Context: an optimization exercise on an open-source flow, tuned for small area. The choices shown serve that exercise and are no tape-out recipe. Where RTL was checked, it was by simulation tests only, not by an equivalence proof against the original.

Setup of lane 1:
==> module ber_sel, before the edit <==
module ber_sel(d, s, y);
    parameter N = 256;
    localparam SB = $clog2(N);
    input [N-1:0] d;
    input [SB-1:0] s;
    output y;
    generate
        if (N == 4) begin : g_leaf4
            ber_mux4 m (.d (d), .s (s), .y (y));
        end
        else if (N == 2) begin : g_leaf2
            assign y = s[0] ? d[1] : d[0];
        end
        else begin : g_node
            wire [3:0] part;
            genvar i;
            for (i = 0; i < 4; i = i + 1) begin : g_part
                ber_sel #(.N (N / 4)) sub (.d (d[i*(N/4) +: N/4]), .s (s[SB-3:0]), .y (part[i]));
            end
            ber_mux4 m (.d (part), .s (s[SB-1:SB-2]), .y (y));
        end
    endgenerate
endmodule
==> flow/config.mk <==
export PLATFORM = sky130hd
export DESIGN_NAME = dsp
export DESIGN_NICKNAME = dsp
export VERILOG_FILES = /design/flow/design.v
export SDC_FILE = /design/flow/constraint.sdc
export NUM_CORES = 4
export LEC_CHECK = 0
export CAP_MARGIN = 20
export CORE_MARGIN = 2
export CORE_UTILIZATION = 68
export SLEW_MARGIN = 20
export SYNTH_HIERARCHICAL = 1
==> flow/constraint.sdc <==
create_clock -name core_clock -period 8.0 [get_ports {clk}]
set_input_delay 1.6000 -clock core_clock [delete_from_list [all_inputs] [get_ports {clk}]]
set_output_delay 1.6000 -clock core_clock [all_outputs]
set_load 0.01 [all_outputs]
standard.sh (not shown) runs the stock make flow with config.mk's settings and CLKGATE_MAP_FILE= SYNTH_SCRIPT=/design/flow/synth_recipe.tcl, a recipe that flattens the netlist after the stock synthesis.
==> flow/flow/run.sh <==
#!/bin/bash
# Layout: the standard ORFS flow (standard.sh), with two changes to how
# the layout is built: the clock tree uses sink clusters of up to 18
# flip-flops and no dummy loads, and the port buffers are the smallest
# buffer cell.  Every tool's output stays in orfs/logs; make's own output
# goes to flow_make.log in this folder.
set -euo pipefail
export CTS_ARGS="-sink_clustering_enable -repair_clock_nets -sink_clustering_size 18 -sink_clustering_max_diameter 50 -buf_list {sky130_fd_sc_hd__clkbuf_8} -dont_use_dummy_load"
export BUFFER_PORTS_ARGS="-buffer_cell sky130_fd_sc_hd__buf_1"
bash standard.sh > flow_make.log 2>&1
Input-level comparison between lane 2 and lane 1:
--- a/flow/design.v
+++ b/flow/design.v
@@ -881,10 +881,36 @@
     parameter N = 256;
     localparam SB = $clog2(N);
     input [N-1:0] d;
     input [SB-1:0] s;
     output y;
+    wire [3:0] oh1 = {s[1:0] == 2'd3, s[1:0] == 2'd2, s[1:0] == 2'd1, s[1:0] == 2'd0};
+    wire [3:0] oh2 = {s[3:2] == 2'd3, s[3:2] == 2'd2, s[3:2] == 2'd1, s[3:2] == 2'd0};
+    wire [N/4-1:0] l1;
+    wire [N/16-1:0] l2;
+    genvar i;
+    generate
+        for (i = 0; i < N / 4; i = i + 1) begin : g_l1
+            ber_ao4 m (.d (d[4*i +: 4]), .oh (oh1), .y (l1[i]));
+        end
+        for (i = 0; i < N / 16; i = i + 1) begin : g_l2
+            ber_ao4 m (.d (l1[4*i +: 4]), .oh (oh2), .y (l2[i]));
+        end
+        if (N == 16) begin : g_one
+            assign y = l2[0];
+        end
+        else begin : g_more
+            ber_tree #(.N (N / 16)) t (.d (l2), .s (s[SB-1:4]), .y (y));
+        end
+    endgenerate
+endmodule
+module ber_tree(d, s, y);
+    parameter N = 64;
+    localparam SB = $clog2(N);
+    input [N-1:0] d;
+    input [SB-1:0] s;
+    output y;
     generate
         if (N == 4) begin : g_leaf4
             ber_mux4 m (.d (d), .s (s), .y (y));
         end
         else if (N == 2) begin : g_leaf2
@@ -892,16 +918,22 @@
         end
         else begin : g_node
             wire [3:0] part;
             genvar i;
             for (i = 0; i < 4; i = i + 1) begin : g_part
-                ber_sel #(.N (N / 4)) sub (.d (d[i*(N/4) +: N/4]), .s (s[SB-3:0]), .y (part[i]));
+                ber_tree #(.N (N / 4)) sub (.d (d[i*(N/4) +: N/4]), .s (s[SB-3:0]), .y (part[i]));
             end
             ber_mux4 m (.d (part), .s (s[SB-1:SB-2]), .y (y));
         end
     endgenerate
 endmodule
+module ber_ao4(d, oh, y);
+    input [3:0] d;
+    input [3:0] oh;
+    output y;
+    assign y = |(d & oh);
+endmodule
 module ber_mux4(d, s, y);
     input [3:0] d;
     input [1:0] s;
     output y;
     assign y = s[1] ? (s[0] ? d[3] : d[2]) : (s[0] ? d[1] : d[0]);
Results
Per the comparison of lane 2 with lane 1, clock skew went up; wire length went up; boundary pin count did not really move. Die: lane 2 smaller than lane 1. Lane 2: share of the final layout cell area in multi-input gates lower than lane 1. Lane 2: number of antenna violations at the first check in global routing lower than lane 1. The setup slack of lane 2 is smaller than that of lane 1. Going from lane 1 to lane 2, area of combinational cells with multiple inputs decreased 1.4%, detailed-placement wirelength estimate shows an increase of about 1.8%, post-layout instance count excluding filler cells increased by 4.5% relative to the old numbers.
The RTL of lane 1 was laid out without a check of its function.

---

dsp, a different RTL version from the one above (not shown whole).
Size in the first run: roughly 300 I/O pins, roughly 91000 um^2 of cells after synthesis.
==> module tx_fe2, before the edit <==
module tx_fe2(s23, s14, s05, f);
    input [1:0] s23;
    input [1:0] s14;
    input [1:0] s05;
    output reg [6:0] f;
    always @* begin
        case ({s23, s14, s05})
            6'd0: f = 7'h61;
            6'd1: f = 7'h60;
            6'd2: f = 7'h5f;
            6'd4: f = 7'h5c;
            6'd5: f = 7'h5b;
            6'd6: f = 7'h5a;
            6'd8: f = 7'h57;
            6'd9: f = 7'h56;
            6'd10: f = 7'h55;
            6'd16: f = 7'h06;
            6'd17: f = 7'h05;
            6'd18: f = 7'h04;
            6'd20: f = 7'h01;
            6'd21: f = 7'h00;
            6'd22: f = 7'h7f;
            6'd24: f = 7'h7c;
            6'd25: f = 7'h7b;
            6'd26: f = 7'h7a;
            6'd32: f = 7'h2b;
            6'd33: f = 7'h2a;
            6'd34: f = 7'h29;
            6'd36: f = 7'h26;
            6'd37: f = 7'h25;
            6'd38: f = 7'h24;
            6'd40: f = 7'h21;
            6'd41: f = 7'h20;
            6'd42: f = 7'h1f;
            default: f = 7'h00;
        endcase
    end
endmodule
==> flow/config.mk <==
export PLATFORM = sky130hd
export DESIGN_NAME = dsp
export DESIGN_NICKNAME = dsp
export VERILOG_FILES = /design/flow/design.v
export SDC_FILE = /design/flow/constraint.sdc
export NUM_CORES = 4
export LEC_CHECK = 0
export CAP_MARGIN = 20
export CORE_MARGIN = 2
export CORE_UTILIZATION = 68
export SLEW_MARGIN = 20
export SYNTH_HIERARCHICAL = 1
==> flow/constraint.sdc <==
create_clock -name core_clock -period 8.0 [get_ports {clk}]
set_input_delay 1.6000 -clock core_clock [delete_from_list [all_inputs] [get_ports {clk}]]
set_output_delay 1.6000 -clock core_clock [all_outputs]
set_load 0.01 [all_outputs]
Scripts as last shown in full above: flow/flow/run.sh
Change:
--- a/flow/design.v
+++ b/flow/design.v
@@ -129,39 +129,8 @@
     input [1:0] s23;
     input [1:0] s14;
     input [1:0] s05;
-    output reg [6:0] f;
-    always @* begin
-        case ({s23, s14, s05})
-            6'd0: f = 7'h61;
-            6'd1: f = 7'h60;
-            6'd2: f = 7'h5f;
-            6'd4: f = 7'h5c;
-            6'd5: f = 7'h5b;
-            6'd6: f = 7'h5a;
-            6'd8: f = 7'h57;
-            6'd9: f = 7'h56;
-            6'd10: f = 7'h55;
-            6'd16: f = 7'h06;
-            6'd17: f = 7'h05;
-            6'd18: f = 7'h04;
-            6'd20: f = 7'h01;
-            6'd21: f = 7'h00;
-            6'd22: f = 7'h7f;
-            6'd24: f = 7'h7c;
-            6'd25: f = 7'h7b;
-            6'd26: f = 7'h7a;
-            6'd32: f = 7'h2b;
-            6'd33: f = 7'h2a;
-            6'd34: f = 7'h29;
-            6'd36: f = 7'h26;
-            6'd37: f = 7'h25;
-            6'd38: f = 7'h24;
-            6'd40: f = 7'h21;
-            6'd41: f = 7'h20;
-            6'd42: f = 7'h1f;
-            default: f = 7'h00;
-        endcase
-    end
+    output [6:0] f;
+    assign f = 7'd37 * s23 - 7'd5 * s14 - s05 - 7'd31;
 endmodule
 module rx(
           clk,
@@ -914,6 +883,22 @@
     input [N-1:0] d;
     input [SB-1:0] s;
     output y;
+    wire [3:0] oh = {s[1:0] == 2'd3, s[1:0] == 2'd2, s[1:0] == 2'd1, s[1:0] == 2'd0};
+    wire [N/4-1:0] l1;
+    genvar i;
+    generate
+        for (i = 0; i < N / 4; i = i + 1) begin : g_l1
+            ber_ao4 m (.d (d[4*i +: 4]), .oh (oh), .y (l1[i]));
+        end
+    endgenerate
+    ber_tree #(.N (N / 4)) t (.d (l1), .s (s[SB-1:2]), .y (y));
+endmodule
+module ber_tree(d, s, y);
+    parameter N = 64;
+    localparam SB = $clog2(N);
+    input [N-1:0] d;
+    input [SB-1:0] s;
+    output y;
     generate
         if (N == 4) begin : g_leaf4
             ber_mux4 m (.d (d), .s (s), .y (y));
@@ -925,12 +910,18 @@
             wire [3:0] part;
             genvar i;
             for (i = 0; i < 4; i = i + 1) begin : g_part
-                ber_sel #(.N (N / 4)) sub (.d (d[i*(N/4) +: N/4]), .s (s[SB-3:0]), .y (part[i]));
+                ber_tree #(.N (N / 4)) sub (.d (d[i*(N/4) +: N/4]), .s (s[SB-3:0]), .y (part[i]));
             end
             ber_mux4 m (.d (part), .s (s[SB-1:SB-2]), .y (y));
         end
     endgenerate
 endmodule
+module ber_ao4(d, oh, y);
+    input [3:0] d;
+    input [3:0] oh;
+    output y;
+    assign y = |(d & oh);
+endmodule
 module ber_mux4(d, s, y);
     input [3:0] d;
     input [1:0] s;
After rerunning: The changed run completed with no timing, DRC or antenna violations. Worst setup slack gets worse by 10 ps. Global-route usage grows by 1.3 points. Wire length grows by a few percent. Final area shrinks slightly. Area after synthesis shrinks slightly. Sequential share of layout area grows by 0.40 points. Via count grows by a few percent. Final cell count grows by a few percent. Clock-buffer cell count grows by 1. Non-clock buffer count shrinks by 2. Utilization grows by 0.26 points.

[what the ideal ports hide]
How much do the figures lean on ideal ports? The routed layouts below were timed once more, with nothing changed but the port constraints.
Step 1 (the two cells are an assumption about what drives the block):
set clk [get_ports {clk}]
set_driving_cell -lib_cell sky130_fd_sc_hd__clkbuf_16 $clk
set_driving_cell -lib_cell sky130_fd_sc_hd__buf_2 [delete_from_list [all_inputs] $clk]
Step 2, shift: input delay + t, output delay - t, t = (earliest + latest rising clock arrival at the registers) / 2. This alone moves slack from input paths to output paths.
Slacks: ideal ports / drivers / drivers and shift; pairs: ideal ports / drivers.
run	t, ns	slack for setup (ns)	worst slew at a driven data input, ns	cell pins on the clock port's net
lane 1	0.957	0.276 / 0.276 / 0.276	0.16	1
lane 2	0.960	0.241 / 0.241 / 0.241	0.03	1
the first run of note 2	0.965	0.334 / 0.334 / 0.334	0.05	1
the second run of note 2	0.957	0.323 / 0.323 / 0.323	0.04	1
After both steps setup and hold are still met in every run listed.
